This design comes from an exercise in tuning for small area and a short achievable clock period on the open sky130 flow, not from production work. Where RTL was checked, it was by simulation tests only, not by an equivalence proof against the original. Power figures rest on the tool's default switching activity, not on a simulated workload.

Design rx_queue_map_top, start of the top module:
module rx_queue_map_top (
    input  wire        clk,
    input  wire        rst,
    input  wire [5:0]  reg_wr_addr,
    input  wire [31:0] reg_wr_data,
    input  wire [3:0]  reg_wr_strb,
    input  wire        reg_wr_en,
    output wire        reg_wr_wait,
    output wire        reg_wr_ack,
    input  wire [5:0]  reg_rd_addr,
    input  wire        reg_rd_en,
    output wire [31:0] reg_rd_data,
    output wire        reg_rd_wait,
    output wire        reg_rd_ack,
    input  wire [6:0]  s_axil_awaddr,
    input  wire [2:0]  s_axil_awprot,
    input  wire        s_axil_awvalid,
    output wire        s_axil_awready,
    input  wire [31:0] s_axil_wdata,
    input  wire [3:0]  s_axil_wstrb,
    input  wire        s_axil_wvalid,
    output wire        s_axil_wready,
    output wire [1:0]  s_axil_bresp,
    output wire        s_axil_bvalid,
    input  wire        s_axil_bready,
    input  wire [6:0]  s_axil_araddr,
    input  wire [2:0]  s_axil_arprot,
    input  wire        s_axil_arvalid,
    output wire        s_axil_arready,
    output wire [31:0] s_axil_rdata,
    output wire [1:0]  s_axil_rresp,
    output wire        s_axil_rvalid,
    input  wire        s_axil_rready,
    input  wire [0:0]  req_id,
  ...
export LEC_CHECK = 0
export CAP_MARGIN = 20
export CORE_MARGIN = 2
export CORE_UTILIZATION = 45
export PLACE_DENSITY = 0.6
export SETUP_SLACK_MARGIN = 3.6
export SLEW_MARGIN = 20
export TNS_END_PERCENT = 5
create_clock -name core_clock -period 6.0 [get_ports {clk}]
standard.sh (not shown) runs the stock make flow with config.mk's settings and CLKGATE_MAP_FILE= SYNTH_SCRIPT=/design/flow/synth_recipe.tcl, a recipe that flattens the netlist after the stock synthesis.
==> flow/flow/run.sh <==
#!/bin/bash
# Layout flow: the standard.sh (ORFS, the standard flow's synthesis script) with
#  - an area-recovering ABC mapping script (combinational logic only; the
#    registers are mapped by dfflibmap before ABC, exactly as in the
#    standard synthesis),
#  - buf_2 port buffers, repair free to change cell footprints,
#  - a clock tree with larger sink clusters and no dummy loads.
# make's output goes to flow_make.log; each ORFS step keeps its own log under
# orfs/logs/.
set -euo pipefail
W=$PWD
rm -rf "$W/scripts_abc"
cp -r "$FLOW_HOME/scripts" "$W/scripts_abc"
cp "$W/flow/abc_speed.script" "$W/scripts_abc/abc_speed.script"
bash standard.sh \
  "SCRIPTS_DIR=$W/scripts_abc" \
  MATCH_CELL_FOOTPRINT=0 \
  "BUFFER_PORTS_ARGS=-buffer_cell sky130_fd_sc_hd__buf_2" \
  "CTS_ARGS=-sink_clustering_enable -repair_clock_nets -dont_use_dummy_load -sink_clustering_size 20 -sink_clustering_max_diameter 100" \
  finish > flow_make.log 2>&1
==> flow/flow/abc_speed.script <==
&get -n
&st
&dch
&nf -R 1000
&put
The starting point finished clean.
Rerun with:
--- a/flow/design.v
+++ b/flow/design.v
@@ -62,23 +62,25 @@
     output wire [TAG_WIDTH-1:0]          resp_tag,
     output wire                          resp_valid
 );
 reg [31:0] indir_tbl_mem[31:0];
 reg reg_wr_ack_reg;
 reg [31:0] reg_rd_data_reg;
 reg reg_rd_ack_reg;
 reg [1:0] app_direct_en_reg;
 reg [7:0] hash_mask_reg[1:0];
 reg [7:0] app_mask_reg[1:0];
 reg       lk1_direct_reg;
-reg [7:0] lk1_val_reg;
+reg [7:0] lk1_dest_reg;
+reg [3:0] lk1_lo_reg;
+reg [7:0] lk1_hi_reg;
 reg       lk2_direct_reg;
 reg [7:0] lk2_dest_reg;
 reg [3:0] lk2_lo_reg;
 reg [7:0] lk2_hi_reg;
 reg [7:0] req_tag_d1_reg, req_tag_d2_reg;
 reg req_valid_d1_reg, req_valid_d2_reg;
 reg [7:0] resp_queue_reg;
 reg [7:0] resp_tag_reg;
 reg resp_valid_reg;
 assign reg_wr_wait = 1'b0;
 assign reg_wr_ack = reg_wr_ack_reg;
@@ -142,29 +144,31 @@
             4'h3: reg_rd_data_reg <= 32'h00000402;
             4'h4: reg_rd_data_reg <= AXIL_BASE_ADDR;
             4'h5: reg_rd_data_reg <= {24'd0, hash_mask_reg[0]};
             4'h6: reg_rd_data_reg <= {app_direct_en_reg[0], 23'd0, app_mask_reg[0]};
             4'h8: reg_rd_data_reg <= AXIL_BASE_ADDR + 64;
             4'h9: reg_rd_data_reg <= {24'd0, hash_mask_reg[1]};
             4'hA: reg_rd_data_reg <= {app_direct_en_reg[1], 23'd0, app_mask_reg[1]};
             default: reg_rd_ack_reg <= 1'b0;
         endcase
     end
     lk1_direct_reg <= lk_direct;
-    lk1_val_reg <= lk_direct ? req_dest[7:0] : {3'b000, req_id, lk_index};
+    lk1_dest_reg <= req_dest[7:0];
+    lk1_lo_reg <= 4'b0001 << lk_index[1:0];
+    lk1_hi_reg <= lk_direct ? 8'd0 : 8'b00000001 << {req_id, lk_index[3:2]};
     req_tag_d1_reg <= req_tag;
     req_valid_d1_reg <= req_valid;
     lk2_direct_reg <= lk1_direct_reg;
-    lk2_dest_reg <= lk1_val_reg;
-    lk2_lo_reg <= 4'b0001 << lk1_val_reg[1:0];
-    lk2_hi_reg <= lk1_direct_reg ? 8'd0 : 8'b00000001 << lk1_val_reg[4:2];
+    lk2_dest_reg <= lk1_dest_reg;
+    lk2_lo_reg <= lk1_lo_reg;
+    lk2_hi_reg <= lk1_hi_reg;
     req_tag_d2_reg <= req_tag_d1_reg;
     req_valid_d2_reg <= req_valid_d1_reg;
     resp_queue_reg <= lk_queue;
     resp_tag_reg <= req_tag_d2_reg;
     resp_valid_reg <= req_valid_d2_reg;
     if (rst) begin
         reg_wr_ack_reg <= 1'b0;
         reg_rd_ack_reg <= 1'b0;
         app_direct_en_reg <= 2'b00;
         hash_mask_reg[0] <= 8'd0;
         hash_mask_reg[1] <= 8'd0;
Global-route usage went down by 1.4 points.
Worst setup slack is better by 0.034 ns.
Synthesized cell count is higher by 0.40%.
Fmax rises by 1.4%.
Design area went up by 0.33%.
Synthesized area climbs by 0.47%.
Total power decreases by 0.38%.
Die area climbs by 0.46%.
Sequential share of layout area goes up by 0.23 points.
No functional check of the RTL was part of the first run of this note.

==> static timing again, ports no longer ideal <==
How much do the figures lean on ideal ports? The routed layouts below were timed once more, with nothing changed but the port constraints. Step 1 (the two cells are an assumption about what drives the block):
set clk [get_ports {clk}]
set_driving_cell -lib_cell sky130_fd_sc_hd__clkbuf_16 $clk
set_driving_cell -lib_cell sky130_fd_sc_hd__buf_2 [delete_from_list [all_inputs] $clk]
Step 2 moves the port delays by t, midway between the first and last clock arrival at a register: inputs arrive t later, outputs are due t later. That takes back most of the time a late clock gives input paths. Slacks: ideal / step 1 / step 2; pairs: ideal / step 1.
| run | t, ns | slack for setup (ns) | clock arrival spread, ns | worst data-port slew with drivers (ns) | pins driven straight from the clock port |
|---|---|---|---|---|---|
| the first run | 0.704 | 3.582 / 3.516 / 3.076 | 0.063 / 0.063 | 0.07 | 1 |
| the second run | 0.711 | 3.616 / 3.545 / 3.057 | 0.056 / 0.055 | 0.04 | 1 |
After both steps setup and hold are still met in every run listed. The setup slack of the second run, which loses most, moves by -0.071 ns with the drivers and by -0.559 ns with both steps.
